This is an optimization exercise on Yosys and OpenROAD, whose aim is small area, not a production implementation.
Function was checked by simulation only, so behaviour that the tests miss may differ from the original.
No activity file was given, so power comes from the tool's default toggle rates.

[design/flow/design.v]
module enable_signal
(
    input clock,
    input i_reset,
    input [1:0] i_sw,
    output BR_clock
);
reg [1:0] count;
reg enable;
always @(posedge clock, negedge i_reset) begin
  if (!i_reset) begin
    count  <= 2'b00;
    enable <= 1'b0;
  end
  else if (i_sw[0] || i_sw[1]) begin
    count  <= count + 1'b1;
    enable <= (count == 2'b11);
  end
end
assign BR_clock = enable;
endmodule
module counter
#(
    parameter W = 64
)
(
    input clock,
    input i_reset,
    input i_clear,
    input i_inc,
    output [W-1:0] o_count
);
localparam NB = (W + 7) / 8;
reg [W-1:0] q;
wire [8*NB-1:0] qp = {{(8*NB-W){1'b0}}, q};
wire [8*NB-1:0] t;
wire [NB:0] ones;    
assign ones[0] = 1'b1;
genvar b, i;
generate
  for (b = 0; b < NB; b = b + 1) begin : blk
    assign t[8*b] = i_inc & ones[b];
    for (i = 1; i < 8; i = i + 1) begin : bt
      assign t[8*b+i] = t[8*b+i-1] & qp[8*b+i-1];
    end
    assign ones[b+1] = ones[b] & (&qp[8*b +: 8]);
  end
endgenerate
always @(posedge clock, negedge i_reset) begin
  if (!i_reset)
    q <= {W{1'b0}};
  else
    q <= i_clear ? {W{1'b0}} : (q ^ t[W-1:0]);
end
assign o_count = q;
endmodule
module prbs
(
    input clock,
    input i_reset,
    input i_advance,
    output o_Q,
    output o_I,
    output [4:0] o_hist_Q,
    output [4:0] o_hist_I
);
reg [8:0] s;
reg [2:0] n_adv;    
always @(posedge clock, negedge i_reset) begin
  if (!i_reset) begin
    s     <= 9'h1AA;
    n_adv <= 3'd0;
  end
  else if (i_advance) begin
    s <= {s[7:0], s[8] ^ s[4]};
    if (n_adv != 3'd5)
      n_adv <= n_adv + 1'b1;
  end
end
wire [4:0] valid = {n_adv >= 3'd5, n_adv >= 3'd4, n_adv >= 3'd3,
                    n_adv >= 3'd2, n_adv != 3'd0};
assign o_Q = s[8];
assign o_I = s[6] ^ s[5];
assign o_hist_Q = valid & {s[0] ^ s[4] ^ s[5],
                           s[3] ^ s[8],
                           s[2] ^ s[7],
                           s[1] ^ s[6],
                           s[0] ^ s[5]};
assign o_hist_I = valid & {s[1] ^ s[2] ^ s[6] ^ s[7],
                           s[0] ^ s[1] ^ s[5] ^ s[6],
                           s[0] ^ s[5] ^ s[8],
                           s[7] ^ s[8],
                           s[6] ^ s[7]};
endmodule
module fir
(
    input i_sim,
    input [4:0] i_hist,
    input [1:0] i_phase,
    output [8:0] o_sum
);
reg [8:0] part_a;
reg [6:0] part_b;
always @(*) begin
  case ({i_phase, i_hist[2], i_hist[1]})
    4'd0: part_a = 9'h7f;
    4'd1: part_a = 9'h7f;
    4'd2: part_a = 9'h181;
    4'd3: part_a = 9'h181;
    4'd4: part_a = 9'h94;
    4'd5: part_a = 9'h50;
    4'd6: part_a = 9'h1b0;
    4'd7: part_a = 9'h16c;
    4'd8: part_a = 9'h9a;
    4'd9: part_a = 9'h0;
    4'd10: part_a = 9'h0;
    4'd11: part_a = 9'h166;
    4'd12: part_a = 9'h94;
    4'd13: part_a = 9'h1b0;
    4'd14: part_a = 9'h50;
    4'd15: part_a = 9'h16c;
    default: part_a = 9'h0;
  endcase
end
always @(*) begin
  case ({i_phase, i_hist[4], i_hist[3], i_hist[0], i_sim})
    6'd0: part_b = 7'h0;
    6'd1: part_b = 7'h0;
    6'd2: part_b = 7'h0;
    6'd3: part_b = 7'h0;
    6'd4: part_b = 7'h0;
    6'd5: part_b = 7'h0;
    6'd6: part_b = 7'h0;
    6'd7: part_b = 7'h0;
    6'd8: part_b = 7'h0;
    6'd9: part_b = 7'h0;
    6'd10: part_b = 7'h0;
    6'd11: part_b = 7'h0;
    6'd12: part_b = 7'h0;
    6'd13: part_b = 7'h0;
    6'd14: part_b = 7'h0;
    6'd15: part_b = 7'h0;
    6'd16: part_b = 7'h6d;
    6'd17: part_b = 7'h6b;
    6'd18: part_b = 7'h7b;
    6'd19: part_b = 7'h79;
    6'd20: part_b = 7'hd;
    6'd21: part_b = 7'hb;
    6'd22: part_b = 7'h1b;
    6'd23: part_b = 7'h19;
    6'd24: part_b = 7'h67;
    6'd25: part_b = 7'h65;
    6'd26: part_b = 7'h75;
    6'd27: part_b = 7'h73;
    6'd28: part_b = 7'h7;
    6'd29: part_b = 7'h5;
    6'd30: part_b = 7'h15;
    6'd31: part_b = 7'h13;
    6'd32: part_b = 7'h66;
    6'd33: part_b = 7'h62;
    6'd34: part_b = 7'h4;
    6'd35: part_b = 7'h0;
    6'd36: part_b = 7'h4;
    6'd37: part_b = 7'h0;
    6'd38: part_b = 7'h22;
    6'd39: part_b = 7'h1e;
    6'd40: part_b = 7'h62;
    6'd41: part_b = 7'h5e;
    6'd42: part_b = 7'h0;
    6'd43: part_b = 7'h7c;
    6'd44: part_b = 7'h0;
    6'd45: part_b = 7'h7c;
    6'd46: part_b = 7'h1e;
    6'd47: part_b = 7'h1a;
    6'd48: part_b = 7'h6d;
    6'd49: part_b = 7'h67;
    6'd50: part_b = 7'hd;
    6'd51: part_b = 7'h7;
    6'd52: part_b = 7'h7b;
    6'd53: part_b = 7'h75;
    6'd54: part_b = 7'h1b;
    6'd55: part_b = 7'h15;
    6'd56: part_b = 7'h6b;
    6'd57: part_b = 7'h65;
    6'd58: part_b = 7'hb;
    6'd59: part_b = 7'h5;
    6'd60: part_b = 7'h79;
    6'd61: part_b = 7'h73;
    6'd62: part_b = 7'h19;
    6'd63: part_b = 7'h13;
    default: part_b = 7'h0;
  endcase
end
assign o_sum = part_a + {{2{part_b[6]}}, part_b};
endmodule
module downsampling_slicer
(
    input clock,
    input i_reset,
    input i_fir_sign,
    input [1:0] i_sel_phase,
    output o_bit
);
reg [2:0] r_shift;
always @(posedge clock, negedge i_reset) begin
  if (!i_reset)
    r_shift <= 3'b000;
  else
    r_shift <= {r_shift[1:0], i_fir_sign};
end
wire [3:0] taps = {r_shift, i_fir_sign};
assign o_bit = taps[i_sel_phase];
endmodule
module BER
(
    input clock,
    input i_reset,
    input i_reset_sinc,     
    input i_shift,          
    input i_search,         
    input i_close,          
    input i_count,          
    input i_locked,
    input i_lock,           
    input [10:0] i_pos,     
    input i_PRBS,
    input i_sim,
    output [63:0] o_error_count
);
reg [509:0] hist;
always @(posedge clock) begin
  if (i_shift)
    hist <= {hist[508:0], i_PRBS};
end
reg [8:0] errors_count;
reg [8:0] errors_min;
reg [10:0] index_min;
wire [10:0] idx = i_locked ? index_min : i_pos;
wire [8:0] sel_c = 9'd1 << idx[3:0];
wire [8:0] sel_b = 9'd1 << idx[7:4];
wire [6:0] sel_a = 7'd1 << idx[10:8];
wire [510:0] taps = {hist, i_PRBS};
wire [56:0] l1;
wire [6:0] l2;
wire ref_bit;
genvar g;
generate
  for (g = 0; g < 56; g = g + 1) begin : lv1
    mux9oh u (.d(taps[9*g +: 9]), .s(sel_c), .o(l1[g]));
  end
  for (g = 0; g < 6; g = g + 1) begin : lv2
    mux9oh u (.d(l1[9*g +: 9]), .s(sel_b), .o(l2[g]));
  end
endgenerate
mux7oh u_lv1_56 (.d(taps[510:504]), .s(sel_c[6:0]), .o(l1[56]));
mux3oh u_lv2_6 (.d(l1[56:54]), .s(sel_b[2:0]), .o(l2[6]));
mux7oh u_lv3 (.d(l2), .s(sel_a[6:0]), .o(ref_bit));
reg ref_r;
always @(posedge clock)
  ref_r <= i_reset_sinc ? i_PRBS : ref_bit;
wire err = i_sim ^ ref_r;
wire carry_lo = i_count & err & (&errors_count);
wire carry_mid = carry_lo & (&errors_min);
always @(posedge clock, negedge i_reset) begin
  if (!i_reset) begin
    errors_count <= 9'd0;
    errors_min   <= 9'd511;
    index_min    <= 11'd0;
  end
  else if (i_reset_sinc) begin
    errors_count <= 9'd0;
    errors_min   <= 9'd511;
    index_min    <= 11'd0;
  end
  else begin
    if (i_close) begin
      errors_count <= 9'd0;
      if (errors_count < errors_min)
        index_min  <= i_pos;
      if (i_lock)
        errors_min <= 9'd0;
      else if (errors_count < errors_min)
        errors_min <= errors_count;
    end
    else if (i_search | i_count)
      errors_count <= errors_count + err;
    if (carry_lo)
      errors_min <= errors_min + 1'b1;
  end
end
wire [45:0] error_hi;
counter #(.W(46)) u_error_hi (
    .clock(clock), .i_reset(i_reset), .i_clear(i_reset_sinc),
    .i_inc(carry_mid), .o_count(error_hi));
assign o_error_count = {error_hi, {errors_min, errors_count} & {18{i_locked}}};
endmodule
module mux9oh
(
    input [8:0] d,
    input [8:0] s,
    output o
);
wire n0, n1, n2;
aoi222 u0 (.d(d[2:0]), .s(s[2:0]), .o(n0));
aoi222 u1 (.d(d[5:3]), .s(s[5:3]), .o(n1));
aoi222 u2 (.d(d[8:6]), .s(s[8:6]), .o(n2));
assign o = ~(n0 & n1 & n2);
endmodule
module mux7oh
(
    input [6:0] d,
    input [6:0] s,
    output o
);
wire n0, n1, n2;
aoi222 u0 (.d(d[2:0]), .s(s[2:0]), .o(n0));
aoi222 u1 (.d(d[5:3]), .s(s[5:3]), .o(n1));
assign n2 = ~(d[6] & s[6]);
assign o = ~(n0 & n1 & n2);
endmodule
module mux3oh
(
    input [2:0] d,
    input [2:0] s,
    output o
);
wire n0;
aoi222 u0 (.d(d), .s(s), .o(n0));
assign o = ~n0;
endmodule
module aoi222
(
    input [2:0] d,
    input [2:0] s,
    output o
);
assign o = ~|(d & s);
endmodule
module DSP
(
    input clock,
    input i_reset,
    input [3:0] i_sw,
    output signed [10:0] fir_Q,
    output signed [10:0] fir_I,
    output [63:0] o_bits_count_Q,
    output [63:0] o_error_count_Q,
    output [63:0] o_bits_count_I,
    output [63:0] o_error_count_I
);
localparam NB_CHECK = 511;
wire tick;
enable_signal u_enable_signal (
    .clock(clock),
    .i_reset(i_reset),
    .i_sw(i_sw[1:0]),
    .BR_clock(tick)
);
wire prbs_Q, prbs_I;
wire [4:0] hist_Q, hist_I;
prbs u_prbs (
    .clock(clock),
    .i_reset(i_reset),
    .i_advance(i_sw[0] & tick),
    .o_Q(prbs_Q),
    .o_I(prbs_I),
    .o_hist_Q(hist_Q),
    .o_hist_I(hist_I)
);
reg [1:0] address;
always @(posedge clock, negedge i_reset) begin
  if (!i_reset)
    address <= 2'b00;
  else if (tick)
    address <= 2'b00;
  else
    address <= address + 1'b1;
end
wire signed [8:0] sum_Q, sum_I;
fir u_fir_Q (.i_sim(prbs_Q), .i_hist(hist_Q), .i_phase(address), .o_sum(sum_Q));
fir u_fir_I (.i_sim(prbs_I), .i_hist(hist_I), .i_phase(address), .o_sum(sum_I));
reg signed [8:0] sal_fir_Q, sal_fir_I;
always @(posedge clock, negedge i_reset) begin
  if (!i_reset) begin
    sal_fir_Q <= 9'd0;
    sal_fir_I <= 9'd0;
  end
  else begin
    sal_fir_Q <= sum_Q;
    sal_fir_I <= sum_I;
  end
end
assign fir_Q = {{2{sal_fir_Q[8]}}, sal_fir_Q};
assign fir_I = {{2{sal_fir_I[8]}}, sal_fir_I};
wire bit_Q, bit_I;
downsampling_slicer u_slicer_Q (
    .clock(clock), .i_reset(i_reset), .i_fir_sign(sal_fir_Q[8]),
    .i_sel_phase(i_sw[3:2]), .o_bit(bit_Q));
downsampling_slicer u_slicer_I (
    .clock(clock), .i_reset(i_reset), .i_fir_sign(sal_fir_I[8]),
    .i_sel_phase(i_sw[3:2]), .o_bit(bit_I));
reg [1:0] sel_phase_reg;
reg reset_sinc;
always @(posedge clock, negedge i_reset) begin
  if (!i_reset) begin
    sel_phase_reg <= 2'b00;
    reset_sinc    <= 1'b0;
  end
  else begin
    sel_phase_reg <= i_sw[3:2];
    reset_sinc    <= (i_sw[2] & ~sel_phase_reg[0]) |
                     (i_sw[3] & ~sel_phase_reg[1]) |
                     ((sel_phase_reg != 2'b00) & (i_sw[3:2] == 2'b00));
  end
end
reg [8:0] checker_count;
reg [2:0] pos_a;
reg [3:0] pos_b, pos_c;
reg locked;
wire shift  = i_sw[1] & tick;
wire ctick  = shift & ~reset_sinc;
wire last   = (checker_count == NB_CHECK-1);
wire close  = ctick & ~locked & last;
wire search = ctick & ~locked & ~last;
wire count  = ctick & locked;
wire [10:0] pos = {pos_a, pos_b, pos_c};
wire pos_end = (pos_a == 3'd6) & (pos_b == 4'd2) & (pos_c == 4'd6);    
always @(posedge clock, negedge i_reset) begin
  if (!i_reset) begin
    checker_count <= 9'd0;
    pos_a         <= 3'd0;
    pos_b         <= 4'd0;
    pos_c         <= 4'd0;
    locked        <= 1'b0;
  end
  else if (reset_sinc) begin
    checker_count <= 9'd0;
    pos_a         <= 3'd0;
    pos_b         <= 4'd0;
    pos_c         <= 4'd0;
    locked        <= 1'b0;
  end
  else begin
    if (close) begin
      checker_count <= 9'd0;
      if (pos_end) begin
        pos_a  <= 3'd0;
        pos_b  <= 4'd0;
        pos_c  <= 4'd0;
        locked <= 1'b1;
      end
      else if (pos_c != 4'd8)
        pos_c <= pos_c + 1'b1;
      else begin
        pos_c <= 4'd0;
        if (pos_b != 4'd8)
          pos_b <= pos_b + 1'b1;
        else begin
          pos_b <= 4'd0;
          pos_a <= pos_a + 1'b1;
        end
      end
    end
    else if (search | count)
      checker_count <= checker_count + 1'b1;
    if (count & (&checker_count))
      {pos_a, pos_b, pos_c} <= {pos_a, pos_b, pos_c} + 1'b1;
  end
end
BER u_BER_Q (
    .clock(clock), .i_reset(i_reset), .i_reset_sinc(reset_sinc),
    .i_shift(shift), .i_search(search), .i_close(close), .i_count(count),
    .i_locked(locked), .i_lock(pos_end), .i_pos(pos), .i_PRBS(prbs_Q), .i_sim(bit_Q),
    .o_error_count(o_error_count_Q));
BER u_BER_I (
    .clock(clock), .i_reset(i_reset), .i_reset_sinc(reset_sinc),
    .i_shift(shift), .i_search(search), .i_close(close), .i_count(count),
    .i_locked(locked), .i_lock(pos_end), .i_pos(pos), .i_PRBS(prbs_I), .i_sim(bit_I),
    .o_error_count(o_error_count_I));
wire [43:0] bits_hi;
counter #(.W(44)) u_bits_hi (
    .clock(clock), .i_reset(i_reset), .i_clear(reset_sinc),
    .i_inc(count & (&checker_count) & (&pos)), .o_count(bits_hi));
wire [63:0] bits_count = {bits_hi, {pos, checker_count} & {20{locked}}};
assign o_bits_count_Q = bits_count;
assign o_bits_count_I = bits_count;
endmodule
[design/flow/flow/run.sh]
#!/bin/bash
# The standard layout (standard.sh, standard synthesis unchanged) with
# two changes: the port buffers use the smallest buffer cell, and clock tree
# synthesis clusters up to 26 sinks per leaf buffer without dummy loads.
set -euo pipefail
export BUFFER_PORTS_ARGS="-buffer_cell sky130_fd_sc_hd__buf_1"
export CTS_ARGS="-sink_clustering_enable -repair_clock_nets -dont_use_dummy_load -sink_clustering_size 26 -sink_clustering_max_diameter 90"
bash standard.sh > standard.log 2>&1
[design/flow/standard.sh]
#!/bin/bash
# synth_recipe.tcl (not shown) runs the flow's synth.tcl, then flattens the netlist and writes it again
# the make line also repeats each setting of config.mk as NAME=value (left out here)
make -C /OpenROAD-flow-scripts/flow DESIGN_CONFIG=/design/flow/config.mk WORK_HOME=/design/flow/orfs CLKGATE_MAP_FILE= SYNTH_SCRIPT=/design/flow/synth_recipe.tcl "${@:-finish}"
[design/flow/config.mk]
export PLATFORM = sky130hd
export DESIGN_NAME = DSP
export DESIGN_NICKNAME = DSP
export VERILOG_FILES = /design/flow/design.v
export SDC_FILE = /design/flow/constraint.sdc
export NUM_CORES = 4
export LEC_CHECK = 0
export CAP_MARGIN = 20
export CORE_MARGIN = 2
export CORE_UTILIZATION = 60
export SLEW_MARGIN = 20
export SYNTH_HIERARCHICAL = 1
[design/flow/constraint.sdc]
create_clock -name core_clock -period 10.0 [get_ports {clock}]
set_input_delay 2.0000 -clock core_clock [delete_from_list [all_inputs] [get_ports {clock}]]
set_output_delay 2.0000 -clock core_clock [all_outputs]
set_load 0.01 [all_outputs]
==> flow_summary.ini, run 1 <==
[clock_tree]
cts_resized = 0
postCtsHoldBufs = 0
cts_root_buf = clkbuf_16
cts_sinks = 1281
cts_made_buffers = 56
clk_pin_slew_ps = 100
postCtsSetupBuffers = 0
cts_buffer_depth = 3
cts_tree = built
cts_max_level = 2
worst_skew_pair.late_latency_ps = 670

[floorplanning]
fp.coreArea_um2 = 85300
rows = 107
dieArea_um2 = 88600
initial_utilization_pct = 60.7
die_y_um = 298
die_x_um = 298
pin_count = 284

[timing]
drv_slew = 0
finalSetupViolCount = 0
hold_violations = 0
fin_ws_ps = 4660
min_period_ps = 5340
fmax_mhz = 187
tightest_slew_ps = 1160
min_period_over_period_pct = 53.4
slew_headroom_pct = 22.2
rsz0062_at_grt = no
skew_ps = 56.2

[critical_path]
crit_end = u_BER_Q.ref_r$_DFF_P_
cp-end-kind = flip-flop
r2r_slack_ps = 4660
crit_fanout = 76
path_class = flip-flop to flip-flop
arrival_ps = 5890
required_ps = 10540
crit_start = locked$_DFFE_PN0P_
reg2reg_to = u_BER_Q.ref_r$_DFF_P_
critPathLaunchType = flip-flop
reg2regPathDepth = 12
timing.rr.start = locked$_DFFE_PN0P_

[hold_path]
hold_path.class = flip-flop to flip-flop
holdPathStages = 0

[final_layout]
drive_gt1_share_pct = 6.06
top_regs = u_BER_I.hist (510), u_BER_Q.hist (510)
n_antenna_cell = 0
design_area_um2 = 55500
utilization_pct = 65.1
syn2layout_area_growth_pct = 7.25
n_fill_cell = 6125
nets = 3706

[global_routing]
antenna_found_initial = 1
track_usage_pct = 25.9
grt_pass1_wl_mm = 182
grt_max_degree = 203
globalRouteOverflowTotal = 0
grt_pass1_vias = 30700

[place]
gp_congestion = 0.884
place_hpwl_mm = 68.2
placedInstanceArea_um2 = 54000
dp_slack_ps = 4110
io_buffer_count = 283

[yosys]
async_flop_share_pct = 20.2
synth_edf_count = 1020
syn-cell-area_um2 = 51700
yosysMostFrequentCell = edfxtp_1
yosysWarnings = 14
ys_ff_latch = 1281
synthTopCellsByCount = edfxtp_1, a222oi_1, dfrtp_1
synthFlopType = edfxtp_1
syn_inst = 3238
synth.area.top_cells = edfxtp_1, dfrtp_1, a222oi_1
seq_area_frac_synth_pct = 71.9
synth.avg_cell_area_um2 = 16.0
ys_types = 87
synth_top_cell_by_area = edfxtp_1
syn_nets = 3445
synth_top_area_share_pct = 59.2

[flow_run]
maxCapViolCount = 0

[detailed_routing]
wl_met2_mm = 56.2
route.detailed.drc = 0
viasPerCell = 6.76
drtIter0Drc = 4976
dr.max_layer_used = met4
vias = 31400
wl_met3_mm = 10.3
wl_mm = 118
wl_met1_mm = 48.1
dr.pass1.iters = 11
ant_nets = 0
wl_per_cell_um = 25.5

[power]
seqPwrFrac_pct = 50.9
clkPwrFrac_pct = 20.3
cell_internal_pwr_mw = 8.50
cellLeakagePower_nw = 16.7
power_density_nw_per_um2 = 225
vdd_ir_drop_max_mv = 0.377
comb_power_share_pct = 28.8
power.switching_mw = 3.98
p_sw_share_pct = 31.9

[status]
status = finished clean
## Yosys stat by module, one instance, submodules excluded, excerpt
module	times used	cell area [µm²]	cells
BER	2	17700	812
mux3oh	2	3.75	1
mux7oh	4	8.76	2
enable_signal	1	125	8
fir	2	880	120
aoi222	382	10.0	1
DSP	1	2770	294
prbs	1	708	66
## layout by cell type, fill, tap and decap left out, types with 11 or more instances in the layout
master	netlist	routed
buf_4	68	42
a31oi_1	22	22
nor3b_1	14	14
nand3b_1	11	11
and2_1	58	58
xnor2_1	53	53
nand4_1	42	42
dfrtp_1	236	234
nand3_1	148	148
mux2_2	16	16
buf_1	0	282
clkbuf_16	0	56
nor2_4	0	18
a222oi_1	382	382
mux2i_1	39	39
nor2_1	180	159
a21oi_1	61	61
nand2_1	79	78
dfstp_2	23	23
inv_1	94	93
o21ai_0	51	51
edfxtp_1	1020	1020
nor3_1	40	40
nor2b_1	127	127
xor2_1	21	21
ha_1	199	199
o21a_1	11	11
## power by group through the flow
stage          registers [mW]  clock network [mW]  logic (mW)
6_report                 6.35                2.53        3.59
3_3_place_gp             6.46                   0        3.50
4_1_cts                  6.35                2.61        3.59
3_5_place_dp             6.47                   0        3.58
2_1_floorplan            7.02                   0        2.56
5_1_grt                  6.38                2.78        3.93
## worst min path at each step
| stage | from | to |
|---|---|---|
| 2_1_floorplan | u_slicer_I.r_shift[1]$_DFF_PN0_ | u_slicer_I.r_shift[2]$_DFF_PN0_ |
| 3_3_place_gp | u_slicer_I.r_shift[0]$_DFF_PN0_ | u_slicer_I.r_shift[1]$_DFF_PN0_ |
| 3_5_place_dp | u_slicer_Q.r_shift[1]$_DFF_PN0_ | u_slicer_Q.r_shift[2]$_DFF_PN0_ |
| 4_1_cts | u_slicer_I.r_shift[1]$_DFF_PN0_ | u_slicer_I.r_shift[2]$_DFF_PN0_ |
| 5_1_grt | u_slicer_I.r_shift[1]$_DFF_PN0_ | u_slicer_I.r_shift[2]$_DFF_PN0_ |
| 6_report | u_slicer_I.r_shift[1]$_DFF_PN0_ | u_slicer_I.r_shift[2]$_DFF_PN0_ |
## stage by stage
stage / total power [mW] / cells / hold slack [ps] / setup TNS (ps)
detailed placement: 10.1 / 4582 / 361 / 0
global route: 13.1 / 4641 / 372 / 0
finish: 12.5 / 4641 / 369 / 0
CTS: 12.6 / 4638 / 364 / 0
floorplan: 9.58 / 3238 / 349 / -8449170
global placement: 9.96 / 4582 / 356 / 0
## critical path, stage by stage, from the launching register on
cell and delay, ps:
dfrtp_4 800, buf_4 650, nor3_1 90, a21oi_1 680
nor2_4 270, buf_4 440, a222oi_1 440, nand3_1 110
a222oi_1 470, nand3_1 400, a222oi_1 420, nand3_1 120
mux2_2 270
## area by class of cell
cell class              count  area [µm²]  area share (%)
inverters                  98         372           0.670
well taps                1144        1430            2.58
multi-input cells        1727       13600            24.4
repair buffers            335        1540            2.77
flip-flops and latches   1281       37200            67.0
clock buffers              56        1400            2.53
## metal layers
layer / up-vias / track usage, %
met2: 1552 / 41.4
met3: 184 / 3.78
li1: 13600 / -
met4: 0 / 8.71
met1: 16000 / 37.1
met5: - / 0
## logic make-up after synthesis
kind of cell	after synthesis	share of synthesized area, %
AO/OA/AOI/OAI	623	10.5
XOR/XNOR	75	1.28
adder cells (fa/ha/maj)	201	4.89
buffers and inverters	230	2.22
flip-flops	1281	71.9
multiplexers	59	1.25
other	2	0.0145
AND/OR/NAND/NOR	767	7.94
==> run 2: changes to the inputs <==
--- a/design/flow/config.mk
+++ b/design/flow/config.mk
@@ -8,5 +8,5 @@
 export CAP_MARGIN = 20
 export CORE_MARGIN = 2
-export CORE_UTILIZATION = 60
+export CORE_UTILIZATION = 40
 export SLEW_MARGIN = 20
 export SYNTH_HIERARCHICAL = 1
==> flow_summary.ini, run 2 <==
[critical_path]
timing.rr.start = locked$_DFFE_PN0P_
reg2reg_to = u_bits_hi.q[31]$_DFF_PN0_
reg2regPathDepth = 16
critPathLaunchType = primary input
arrival_ps = 5880
required_ps = 10490
r2r_slack_ps = 4920
path_class = primary input to flip-flop
cp-end-kind = flip-flop
crit_fanout = 15

[yosys]
seq_area_frac_synth_pct = 71.9
async_flop_share_pct = 20.2
yosysWarnings = 14
ys_types = 87
synthTopCellsByCount = edfxtp_1, a222oi_1, dfrtp_1
synthFlopType = edfxtp_1
yosysMostFrequentCell = edfxtp_1
syn_nets = 3445
syn-cell-area_um2 = 51700
ys_ff_latch = 1281
synth_top_cell_by_area = edfxtp_1
synth_edf_count = 1020
synth_top_area_share_pct = 59.2
syn_inst = 3238
synth.avg_cell_area_um2 = 16.0
synth.area.top_cells = edfxtp_1, dfrtp_1, a222oi_1

[timing]
fmax_mhz = 186
min_period_over_period_pct = 53.9
fin_ws_ps = 4610
tightest_slew_ps = 1170
hold_violations = 0
rsz0062_at_grt = no
drv_slew = 0
slew_headroom_pct = 22.0
finalSetupViolCount = 0
skew_ps = 149
min_period_ps = 5390
hold_slack_ps = 318

[power]
power_density_nw_per_um2 = 223
total_power_mw = 12.6
cellLeakagePower_nw = 16.8
vdd_ir_drop_max_mv = 0.372

[clock_tree]
cts_root_buf = clkbuf_16
cts_resized = 0
postCtsHoldBufs = 0
cts_max_level = 2
cts_buffer_depth = 3
postCtsSetupBuffers = 0
cts_tree = built
clk_pin_slew_ps = 100
cts_sinks = 1281
cts_made_buffers = 59
worst_skew_pair.late_latency_ps = 760

[detailed_routing]
vias = 30900
dr.pass1.iters = 12
route.detailed.drc = 0
viasPerCell = 5.89
wl_per_cell_um = 23.2
wl_mm = 122
ant_nets = 0
drtIter0Drc = 4599

[hold_path]
hold_path.class = flip-flop to flip-flop
holdPathStages = 0
hold_path_end = u_BER_Q.hist[104]$_DFFE_PP_
hold_path.startpoint = u_BER_Q.hist[103]$_DFFE_PP_

[floorplanning]
rows = 131
fp.coreArea_um2 = 128000
dieArea_um2 = 132000
die_x_um = 364
initial_utilization_pct = 40.4
pin_count = 284
die_y_um = 364

[final_layout]
layout_common_cells = edfxtp_1, a222oi_1, buf_1
seqCellArea_um2 = 37200
n_antenna_cell = 0
design_area_um2 = 56400
final_common_cell = edfxtp_1
drive_gt1_share_pct = 6.44
top_regs = u_BER_I.hist (510), u_BER_Q.hist (510)
multi_input_area_um2 = 13600
n_fill_cell = 11400
utilization_pct = 44.0
syn2layout_area_growth_pct = 8.94
nets = 3717

[global_routing]
grt_pass1_vias = 29600
grt_max_degree = 218
grt_pass1_wl_mm = 184
antenna_found_initial = 0
track_usage_pct = 17.7
globalRouteOverflowTotal = 0

[status]
status = finished clean

[place]
placedInstanceArea_um2 = 54900
gp_congestion = 0.793
io_buffer_count = 283
dp_slack_ps = 3900
place_hpwl_mm = 70.2

[flow_run]
maxCapViolCount = 0
==> run 2: layer usage <==
| layer | vias up | track usage [%] | wire length, µm |
|---|---|---|---|
| li1 | 13700 | - | - |
| met1 | 15800 | 26.2 | 53600 |
| met2 | 1215 | 28.1 | 56600 |
| met3 | 126 | 2.42 | 9130 |
| met4 | 0 | 3.68 | 2260 |
| met5 | - | 0 | 0 |
==> run 2: cells by family after synthesis <==
family	after synthesis	share of synthesized area, %
other	2	0.0145
AND/OR/NAND/NOR	767	7.94
AO/OA/AOI/OAI	623	10.5
buffers and inverters	230	2.22
adder cells (fa/ha/maj)	201	4.89
multiplexers	59	1.25
XOR/XNOR	75	1.28
flip-flops	1281	71.9
==> run 2: worst max-delay path, stage by stage <==
cell	delay (ps)
buf_1	270
and3b_1	310
and3_1	520
nand2_1	110
nor2_1	480
nand2_1	110
or3_1	480
nor4_1	330
ha_1	200
ha_1	150
ha_1	150
ha_1	160
ha_1	150
ha_1	140
ha_1	150
xnor2_1	110
nor2_1	60
==> run 2: worst max path at each step <==
stage / start / to / slack [ps] / cells after the start
final: i_sw[1] / u_bits_hi.q[31]$_DFF_PN0_ / 4610 / 17
after global routing: i_sw[1] / u_bits_hi.q[31]$_DFF_PN0_ / 4370 / 17
after CTS: i_sw[1] / u_bits_hi.q[31]$_DFF_PN0_ / 4620 / 17
after detailed placement: i_sw[1] / u_bits_hi.q[30]$_DFF_PN0_ / 3900 / 16
after global placement: i_sw[1] / u_bits_hi.q[30]$_DFF_PN0_ / 3970 / 16
after floorplan: i_sw[1] / u_BER_I.hist[0]$_DFFE_PP_ / -7870 / 2
==> run 2: per-stage QoR <==
stage               TNS [ps]  cells
global route               0   5237
global placement           0   5177
floorplan           -8449170   3238
detailed placement         0   5177
finish                     0   5237
CTS                        0   5236
==> run 2: final cells by class <==
type                            count  share of cell area (%)
Tap cell                         1729                    3.84
Inverter                           98                   0.659
Multi-Input combinational cell   1727                    24.1
Sequential cell                  1281                    66.0
Clock buffer                       59                    2.62
Timing Repair Buffer              343                    2.84
==> run 2: modules after synthesis (local to each module, per instance), excerpt <==
module | flops+latches | cells | copies in the design
BER | 540 | 812 | 2
mux3oh | 0 | 1 | 2
downsampling_slicer | 3 | 4 | 2
mux7oh | 0 | 2 | 4
prbs | 12 | 66 | 1
enable_signal | 3 | 8 | 1
mux9oh | 0 | 1 | 124
DSP | 44 | 294 | 1
aoi222 | 0 | 1 | 382
fir | 0 | 120 | 2
==> run 2: power breakdown <==
part           leakage [nW]  total (mW)  switching [mW]  internal, mW
logic                  6.33        3.60            2.28          1.32
clock network         0.727        2.62            1.57          1.05
registers              9.77        6.36           0.170          6.19
==> run 3: changes to the inputs <==
--- a/design/flow/design.v
+++ b/design/flow/design.v
@@ -100,93 +100,65 @@
     output [8:0] o_sum
 );
+wire [5:0] x = {i_hist, i_sim};
+wire rev = (i_phase == 2'd3);
+wire [5:0] u = rev ? {x[0], x[1], x[2], x[3], x[4], x[5]} : x;
+wire [1:0] ph = rev ? 2'd1 : i_phase;
 reg [8:0] part_a;
 reg [6:0] part_b;
 always @(*) begin
-  case ({i_phase, i_hist[2], i_hist[1]})
-    4'd0: part_a = 9'h7f;
-    4'd1: part_a = 9'h7f;
-    4'd2: part_a = 9'h181;
-    4'd3: part_a = 9'h181;
-    4'd4: part_a = 9'h94;
-    4'd5: part_a = 9'h50;
-    4'd6: part_a = 9'h1b0;
-    4'd7: part_a = 9'h16c;
-    4'd8: part_a = 9'h9a;
-    4'd9: part_a = 9'h0;
-    4'd10: part_a = 9'h0;
-    4'd11: part_a = 9'h166;
-    4'd12: part_a = 9'h94;
-    4'd13: part_a = 9'h1b0;
-    4'd14: part_a = 9'h50;
-    4'd15: part_a = 9'h16c;
+  case ({ph, u[5], u[3], u[2]})
+    5'd0: part_a = 9'h7f;
+    5'd1: part_a = 9'h7f;
+    5'd2: part_a = 9'h181;
+    5'd3: part_a = 9'h181;
+    5'd4: part_a = 9'h7f;
+    5'd5: part_a = 9'h7f;
+    5'd6: part_a = 9'h181;
+    5'd7: part_a = 9'h181;
+    5'd8: part_a = 9'h97;
+    5'd9: part_a = 9'h53;
+    5'd10: part_a = 9'h1b3;
+    5'd11: part_a = 9'h16f;
+    5'd12: part_a = 9'h91;
+    5'd13: part_a = 9'h4d;
+    5'd14: part_a = 9'h1ad;
+    5'd15: part_a = 9'h169;
+    5'd16: part_a = 9'h9c;
+    5'd17: part_a = 9'h2;
+    5'd18: part_a = 9'h2;
+    5'd19: part_a = 9'h168;
+    5'd20: part_a = 9'h98;
+    5'd21: part_a = 9'h1fe;
+    5'd22: part_a = 9'h1fe;
+    5'd23: part_a = 9'h164;
     default: part_a = 9'h0;
   endcase
 end
 always @(*) begin
-  case ({i_phase, i_hist[4], i_hist[3], i_hist[0], i_sim})
-    6'd0: part_b = 7'h0;
-    6'd1: part_b = 7'h0;
-    6'd2: part_b = 7'h0;
-    6'd3: part_b = 7'h0;
-    6'd4: part_b = 7'h0;
-    6'd5: part_b = 7'h0;
-    6'd6: part_b = 7'h0;
-    6'd7: part_b = 7'h0;
-    6'd8: part_b = 7'h0;
-    6'd9: part_b = 7'h0;
-    6'd10: part_b = 7'h0;
-    6'd11: part_b = 7'h0;
-    6'd12: part_b = 7'h0;
-    6'd13: part_b = 7'h0;
-    6'd14: part_b = 7'h0;
-    6'd15: part_b = 7'h0;
-    6'd16: part_b = 7'h6d;
-    6'd17: part_b = 7'h6b;
-    6'd18: part_b = 7'h7b;
-    6'd19: part_b = 7'h79;
-    6'd20: part_b = 7'hd;
-    6'd21: part_b = 7'hb;
-    6'd22: part_b = 7'h1b;
-    6'd23: part_b = 7'h19;
-    6'd24: part_b = 7'h67;
-    6'd25: part_b = 7'h65;
-    6'd26: part_b = 7'h75;
-    6'd27: part_b = 7'h73;
-    6'd28: part_b = 7'h7;
-    6'd29: part_b = 7'h5;
-    6'd30: part_b = 7'h15;
-    6'd31: part_b = 7'h13;
-    6'd32: part_b = 7'h66;
-    6'd33: part_b = 7'h62;
-    6'd34: part_b = 7'h4;
-    6'd35: part_b = 7'h0;
-    6'd36: part_b = 7'h4;
-    6'd37: part_b = 7'h0;
-    6'd38: part_b = 7'h22;
-    6'd39: part_b = 7'h1e;
-    6'd40: part_b = 7'h62;
-    6'd41: part_b = 7'h5e;
-    6'd42: part_b = 7'h0;
-    6'd43: part_b = 7'h7c;
-    6'd44: part_b = 7'h0;
-    6'd45: part_b = 7'h7c;
-    6'd46: part_b = 7'h1e;
-    6'd47: part_b = 7'h1a;
-    6'd48: part_b = 7'h6d;
-    6'd49: part_b = 7'h67;
-    6'd50: part_b = 7'hd;
-    6'd51: part_b = 7'h7;
-    6'd52: part_b = 7'h7b;
-    6'd53: part_b = 7'h75;
-    6'd54: part_b = 7'h1b;
-    6'd55: part_b = 7'h15;
-    6'd56: part_b = 7'h6b;
-    6'd57: part_b = 7'h65;
-    6'd58: part_b = 7'hb;
-    6'd59: part_b = 7'h5;
-    6'd60: part_b = 7'h79;
-    6'd61: part_b = 7'h73;
-    6'd62: part_b = 7'h19;
-    6'd63: part_b = 7'h13;
+  case ({ph, u[4], u[1], u[0]})
+    5'd0: part_b = 7'h0;
+    5'd1: part_b = 7'h0;
+    5'd2: part_b = 7'h0;
+    5'd3: part_b = 7'h0;
+    5'd4: part_b = 7'h0;
+    5'd5: part_b = 7'h0;
+    5'd6: part_b = 7'h0;
+    5'd7: part_b = 7'h0;
+    5'd8: part_b = 7'h6a;
+    5'd9: part_b = 7'h68;
+    5'd10: part_b = 7'h78;
+    5'd11: part_b = 7'h76;
+    5'd12: part_b = 7'ha;
+    5'd13: part_b = 7'h8;
+    5'd14: part_b = 7'h18;
+    5'd15: part_b = 7'h16;
+    5'd16: part_b = 7'h64;
+    5'd17: part_b = 7'h60;
+    5'd18: part_b = 7'h2;
+    5'd19: part_b = 7'h7e;
+    5'd20: part_b = 7'h2;
+    5'd21: part_b = 7'h7e;
+    5'd22: part_b = 7'h20;
+    5'd23: part_b = 7'h1c;
     default: part_b = 7'h0;
   endcase
--- a/design/flow/config.mk
+++ b/design/flow/config.mk
@@ -8,5 +8,5 @@
 export CAP_MARGIN = 20
 export CORE_MARGIN = 2
-export CORE_UTILIZATION = 40
+export CORE_UTILIZATION = 60
 export SLEW_MARGIN = 20
 export SYNTH_HIERARCHICAL = 1
==> flow_summary.ini, run 3 <==
[timing]
fin_ws_ps = 4780
drv_slew = 0
tightest_slew_ps = 1240
slew_headroom_pct = 17.0
min_period_over_period_pct = 52.2
finalSetupViolCount = 0
fmax_mhz = 191
fin_setup_tns_ps = 0
hold_violations = 0
skew_ps = 70.4
min_period_ps = 5220
rsz0062_at_grt = no

[clock_tree]
worst_skew_pair.late_latency_ps = 670
cts_buffer_depth = 3
cts_root_buf = clkbuf_16
postCtsSetupBuffers = 0
cts_resized = 0
clk_pin_slew_ps = 100
cts_sinks = 1281
cts_tree = built
cts_max_level = 2
cts_made_buffers = 57
postCtsHoldBufs = 0

[global_routing]
grt_max_degree = 227
antenna_found_initial = 0
grt_pass1_wl_mm = 180
globalRouteOverflowTotal = 0
grt_pass1_vias = 30600
track_usage_pct = 25.7

[detailed_routing]
wl_per_cell_um = 25.2
drtIter0Drc = 4931
dr.pass1.iters = 11
viasPerCell = 6.73
route.detailed.drc = 0
vias = 31100
wl_mm = 116
ant_nets = 0

[floorplanning]
die_y_um = 297
pin_count = 284
die_x_um = 297
fp.coreArea_um2 = 85100
rows = 107
initial_utilization_pct = 60.5
dieArea_um2 = 88300

[critical_path]
cp-end-kind = flip-flop
cp_cell_sequence = buf_4 -> nor3_1 -> a21oi_1 -> nor2_4 -> buf_4 -> a222oi_1 -> nand3_1 -> a222oi_1 -> nand3_1 -> a222oi_1 -> nand3_1 -> mux2_2
arrival_ps = 5740
required_ps = 10520
path_delay_family = compound AO/OA/AOI/OAI gates
slowest_delay_ps = 750
path_class = flip-flop to flip-flop
critPathSlowestCell = dfrtp_4
crit_fanout = 79
worst-path-buf-inv = 2
critPathLaunchType = flip-flop

[power]
clkPwrFrac_pct = 20.7
cell_internal_pwr_mw = 8.41
p_sw_share_pct = 31.6
power_density_nw_per_um2 = 222
power.switching_mw = 3.89
seqPwrFrac_pct = 51.5
vdd_ir_drop_max_mv = 0.291
comb_power_share_pct = 27.8
cellLeakagePower_nw = 16.7

[final_layout]
layout_common_cells = edfxtp_1, a222oi_1, buf_1
utilization_pct = 65.0
n_antenna_cell = 0
drive_gt1_share_pct = 6.09
nets = 3680
n_fill_cell = 6133
multi_input_area_um2 = 13400
top_regs = u_BER_I.hist (510), u_BER_Q.hist (510)
seqCellArea_um2 = 37200
syn2layout_area_growth_pct = 7.39
final_common_cell = edfxtp_1

[place]
dp_slack_ps = 4140
io_buffer_count = 283
gp_congestion = 0.853
place_hpwl_mm = 66.1

[status]
status = finished clean

[yosys]
synthTopCellsByCount = edfxtp_1, a222oi_1, dfrtp_1
ys_types = 86
synth.avg_cell_area_um2 = 16.0
synthFlopType = edfxtp_1
yosysWarnings = 14
synth_top_cell_by_area = edfxtp_1
seq_area_frac_synth_pct = 72.1
synth_top_area_share_pct = 59.4
syn_nets = 3416
syn_inst = 3219
yosysMostFrequentCell = edfxtp_1
synth.area.top_cells = edfxtp_1, dfrtp_1, a222oi_1
ys_ff_latch = 1281
syn-cell-area_um2 = 51500
async_flop_share_pct = 20.2
synth_edf_count = 1020

[hold_path]
hold_path.class = flip-flop to flip-flop

[flow_run]
maxCapViolCount = 0
-- run 3: cell count changes after synthesis, moves of 4 or more --
cell	delta
a21oi_1	-6
a22o_1	+4
a31oi_1	-4
buf_2	-4
ha_1	-10
nand2b_1	-4
nor3_1	+6
o21a_1	-8
o21ai_0	+9
-- run 3: per-module statistics from Yosys (local to each module, per instance), a selection --
| module | cells | flip-flops and latches | copies in the design |
|---|---|---|---|
| fir | 111 | 0 | 2 |
| mux9oh | 1 | 0 | 124 |
| aoi222 | 1 | 0 | 382 |
| mux7oh | 2 | 0 | 4 |
| enable_signal | 8 | 3 | 1 |
| DSP | 294 | 44 | 1 |
| mux3oh | 1 | 0 | 2 |
| prbs | 65 | 12 | 1 |
| BER | 812 | 540 | 2 |
| downsampling_slicer | 4 | 3 | 2 |
-- run 3: routing by layer --
metal	part of all wire [%]	vias to the layer above	global-route usage [%]
met2	49	1497	42.8
met4	2.4	0	7.17
li1	-	13600	-
met3	8.2	155	3.62
met1	40	15900	35.8
met5	0	-	0
-- run 3: final timing paths --
kind                            slack (ps)                             from  cells after the start                                 end
worst min-delay path                   390  u_slicer_I.r_shift[0]$_DFF_PN0_                      0     u_slicer_I.r_shift[1]$_DFF_PN0_
worst max register to register        4780               locked$_DFFE_PN0P_                     12               u_BER_I.ref_r$_DFF_P_
worst min register to register         390  u_slicer_I.r_shift[0]$_DFF_PN0_                      0     u_slicer_I.r_shift[1]$_DFF_PN0_
max in group asynchronous             7000                          i_reset                      2                  locked$_DFFE_PN0P_
worst max-delay path                  4780               locked$_DFFE_PN0P_                     12               u_BER_I.ref_r$_DFF_P_
min in group asynchronous             1410                          i_reset                      1  u_BER_Q.u_error_hi.q[40]$_DFF_PN0_
-- run 3: power groups by stage --
stage / logic [mW] / registers, mW / clock network (mW)
floorplan: 2.39 / 7.02 / 0
global placement: 3.29 / 6.46 / 0
detailed placement: 3.38 / 6.46 / 0
CTS: 3.40 / 6.35 / 2.62
global route: 3.76 / 6.36 / 2.78
finish: 3.42 / 6.34 / 2.55
-- run 3: layout make-up --
class	instances	area share (%)
Clock buffer	57	2.58
Inverter	97	0.665
Multi-Input combinational cell	1711	24.2
Sequential cell	1281	67.2
Tap cell	1144	2.59
Timing Repair Buffer	335	2.83
-- run 3: cells by family after synthesis --
| group | after synthesis | share of synthesized area [%] |
|---|---|---|
| XOR/XNOR | 73 | 1.27 |
| AO/OA/AOI/OAI | 619 | 10.5 |
| buffers and inverters | 227 | 2.22 |
| flip-flops | 1281 | 72.1 |
| adder cells (fa/ha/maj) | 191 | 4.67 |
| multiplexers | 61 | 1.34 |
| AND/OR/NAND/NOR | 767 | 7.90 |
-- run 3: worst reg2reg max path, cell delays in order (launching register included) --
cell	delay (ps)
dfrtp_4	750
buf_4	670
nor3_1	120
a21oi_1	650
nor2_4	310
buf_4	430
a222oi_1	480
nand3_1	120
a222oi_1	480
nand3_1	320
a222oi_1	390
nand3_1	140
mux2_2	280
-- run 3: per-stage QoR --
stage	std cells	hold WS (ps)	power (mW)	cell area, µm²
6_report	4625	385	12.3	55300
5_1_grt	4625	404	12.9	55300
4_1_cts	4622	388	12.4	55300
3_5_place_dp	4565	361	9.85	53800
3_3_place_gp	4565	355	9.75	53800
2_1_floorplan	3219	349	9.42	51600
==> run 4: changes to the inputs <==
--- a/design/flow/design.v
+++ b/design/flow/design.v
@@ -175,10 +175,6 @@
 );
 reg [2:0] r_shift;
-always @(posedge clock, negedge i_reset) begin
-  if (!i_reset)
-    r_shift <= 3'b000;
-  else
-    r_shift <= {r_shift[1:0], i_fir_sign};
-end
+always @(posedge clock)
+  r_shift <= {r_shift[1:0], i_fir_sign};
 wire [3:0] taps = {r_shift, i_fir_sign};
 assign o_bit = taps[i_sel_phase];
--- a/design/flow/config.mk
+++ b/design/flow/config.mk
@@ -8,5 +8,5 @@
 export CAP_MARGIN = 20
 export CORE_MARGIN = 2
-export CORE_UTILIZATION = 60
+export CORE_UTILIZATION = 68
 export SLEW_MARGIN = 20
 export SYNTH_HIERARCHICAL = 1
==> flow_summary.ini, run 4 <==
[status]
status = finished clean

[yosys]
synth_top_area_share_pct = 59.5
yosysWarnings = 14
synth_edf_count = 1020
yosysMostFrequentCell = edfxtp_1
ys_ff_latch = 1281
synth.avg_cell_area_um2 = 16.0
seq_area_frac_synth_pct = 72.1
syn_nets = 3416
synthFlopType = edfxtp_1
ys_types = 86
synth_top_cell_by_area = edfxtp_1
syn-cell-area_um2 = 51500
synth.area.top_cells = edfxtp_1, dfrtp_1, a222oi_1
syn_inst = 3219
synthTopCellsByCount = edfxtp_1, a222oi_1, dfrtp_1
async_flop_share_pct = 19.8

[detailed_routing]
route.detailed.drc = 0
vias = 31400
drtIter0Drc = 5111
viasPerCell = 7.05
ant_nets = 0
dr.pass1.iters = 13
wl_per_cell_um = 25.3
wl_mm = 113

[global_routing]
globalRouteOverflowTotal = 0
grt_pass1_wl_mm = 173
antenna_found_initial = 0
track_usage_pct = 28.1
grt_max_degree = 193
grt_pass1_vias = 30700

[clock_tree]
postCtsHoldBufs = 0
cts_made_buffers = 56
postCtsSetupBuffers = 0
cts_max_level = 2
worst_skew_pair.late_latency_ps = 670
cts_root_buf = clkbuf_16
cts_resized = 0
clk_pin_slew_ps = 90
cts_tree = built
cts_buffer_depth = 3
cts_sinks = 1281

[power]
vdd_ir_drop_max_mv = 0.339
cell_internal_pwr_mw = 8.39
cellLeakagePower_nw = 16.7
seqPwrFrac_pct = 52.0
comb_power_share_pct = 27.6
clkPwrFrac_pct = 20.5
power.switching_mw = 3.80
power_density_nw_per_um2 = 222
total_power_mw = 12.2
p_sw_share_pct = 31.2

[critical_path]
path_class = primary input to flip-flop
critPathSlowestCell = or3_1
cpMostUsedCell = ha_1
critPathLaunchType = primary input
required_ps = 10470
cp_cell_sequence = buf_1 -> and3b_1 -> and2_1 -> nand4_2 -> nor3_1 -> and3_1 -> nand2_1 -> or3_1 -> nor4_1 -> ha_1 -> ha_1 -> ha_1 -> ha_1 -> ha_1 -> ha_1 -> ha_1 -> xnor2_1 -> nor2_1
crit_start = i_sw[1]
cp-end-kind = flip-flop
timing.rr.start = locked$_DFFE_PN0P_
reg2regPathDepth = 12
arrival_ps = 5740
slowest_delay_ps = 480
crit_fanout = 10

[timing]
finalSetupViolCount = 0
rsz0062_at_grt = no
skew_ps = 69.2
drv_slew = 0
min_period_ps = 5270
fmax_mhz = 190
tightest_slew_ps = 1220
hold_violations = 0
fin_setup_tns_ps = 0
min_period_over_period_pct = 52.7
hold_slack_ps = 360
slew_headroom_pct = 18.2

[hold_path]
hold_path.class = flip-flop to flip-flop
hold_path.startpoint = u_slicer_I.r_shift[1]$_DFF_P_
holdPathStages = 0

[final_layout]
syn2layout_area_growth_pct = 6.86
utilization_pct = 73.7
nets = 3678
n_antenna_cell = 0
top_regs = u_BER_I.hist (510), u_BER_Q.hist (510)
seqCellArea_um2 = 37200
drive_gt1_share_pct = 6.01
layout_common_cells = edfxtp_1, a222oi_1, buf_1
n_fill_cell = 4710
final_common_cell = edfxtp_1
multi_input_area_um2 = 13400

[floorplanning]
die_y_um = 279
initial_utilization_pct = 69.0
die_x_um = 279
rows = 100
pin_count = 284
dieArea_um2 = 78000
fp.coreArea_um2 = 74700

[place]
gp_congestion = 0.901
place_hpwl_mm = 64.1
io_buffer_count = 283

[flow_run]
maxCapViolCount = 0
[run 4: changes by cell type after synthesis]
cell     delta
dfrtp_1     -6
dfxtp_1     +6
[run 4: metrics by stage]
step / instance area (µm²) / setup slack (ps) / std cells
after global placement: 53600 / 4160 / 4389
after CTS: 55000 / 4730 / 4445
after global routing: 55000 / 4430 / 4448
after floorplan: 51500 / -7870 / 3219
after detailed placement: 53600 / 3920 / 4389
final: 55000 / 4730 / 4448
[run 4: worst max-delay path: cells and delay by family]
kind | cells | cell delay (ps)
fa+ha+maj | 7 | 1140
buf+inv | 1 | 210
simple gates | 9 | 2250
xor+xnor | 1 | 120
[run 4: worst paths after layout]
path / endpoint / slack [ps]
max: u_BER_Q.u_error_hi.q[31]$_DFF_PN0_ / 4730
min: u_slicer_I.r_shift[2]$_DFF_P_ / 360
max reg2reg: u_BER_Q.ref_r$_DFF_P_ / 4780
min reg2reg: u_slicer_I.r_shift[2]$_DFF_P_ / 360
max in group asynchronous: locked$_DFFE_PN0P_ / 7100
min in group asynchronous: u_BER_Q.u_error_hi.q[18]$_DFF_PN0_ / 1410
[run 4: kinds of logic after synthesis]
family,synth area share [%]
AO/OA/AOI/OAI,10.5
XOR/XNOR,1.27
adder cells (fa/ha/maj),4.67
buffers and inverters,2.22
flip-flops,72.1
multiplexers,1.35
AND/OR/NAND/NOR,7.91
[run 4: power groups by stage]
stage	clock (mW)	sequential (mW)	combinational [mW]
floorplan	0	7.02	2.39
global placement	0	6.44	3.24
detailed placement	0	6.45	3.33
CTS	2.56	6.34	3.34
global route	2.72	6.36	3.68
finish	2.50	6.34	3.36
[run 4: per-layer routing]
layer  up-vias  global-route usage [%]  wire [µm]
met5         -                       0          0
met4         0                    9.10       3320
met3       197                    3.48      10200
met2      1760                    45.7      54900
met1     15800                    40.4      44200
li1      13600                       -          -
[run 4: area by class of cell]
cell class / instances / share of cell area, %
flip-flops and latches: 1281 / 67.5
multi-input cells: 1711 / 24.3
repair buffers: 334 / 2.79
clock buffers: 56 / 2.55
well taps: 969 / 2.20
inverters: 97 / 0.668
[run 4: Yosys stat by module, one instance, submodules excluded, excerpt]
module               cell area (µm²)  flip-flops and latches
BER                            17700                     540
enable_signal                    125                       3
mux3oh                          3.75                       0
aoi222                          10.0                       0
downsampling_slicer             82.6                       3
mux7oh                          8.76                       0
mux9oh                          5.00                       0
DSP                             2770                      44
prbs                             714                      12

[separate check: timing with driven ports]
No port has a modelled driver above. Below, the same layouts with a new extraction and two added sets of constraints. Step 1 assumes that a clkbuf_16 drives the clock port and a buf_2 every other input. Step 2 adds t to the input delays and takes it off the output delays; t is the mean of the earliest and latest rising clock arrival at the registers after step 1. Input paths then give back, and output paths get back, about the clock's delay inside the block. Slacks: ideal / step 1 / step 2; pairs: ideal / step 1.
| run | t, ns | setup slack, ns | worst setup path after step 2 |
|---|---|---|---|
| run 1 | 0.702 | 4.659 / 4.659 / 4.064 | input to register |
| run 2 | 0.770 | 4.614 / 4.653 / 3.883 | input to register |
| run 3 | 0.705 | 4.777 / 4.777 / 4.087 | input to register |
| run 4 | 0.707 | 4.730 / 4.724 / 4.017 | input to register |
After both steps setup and hold are still met in every run listed. The setup slack of run 2, which loses most, moves by +0.039 ns with the drivers and by -0.731 ns with both steps.
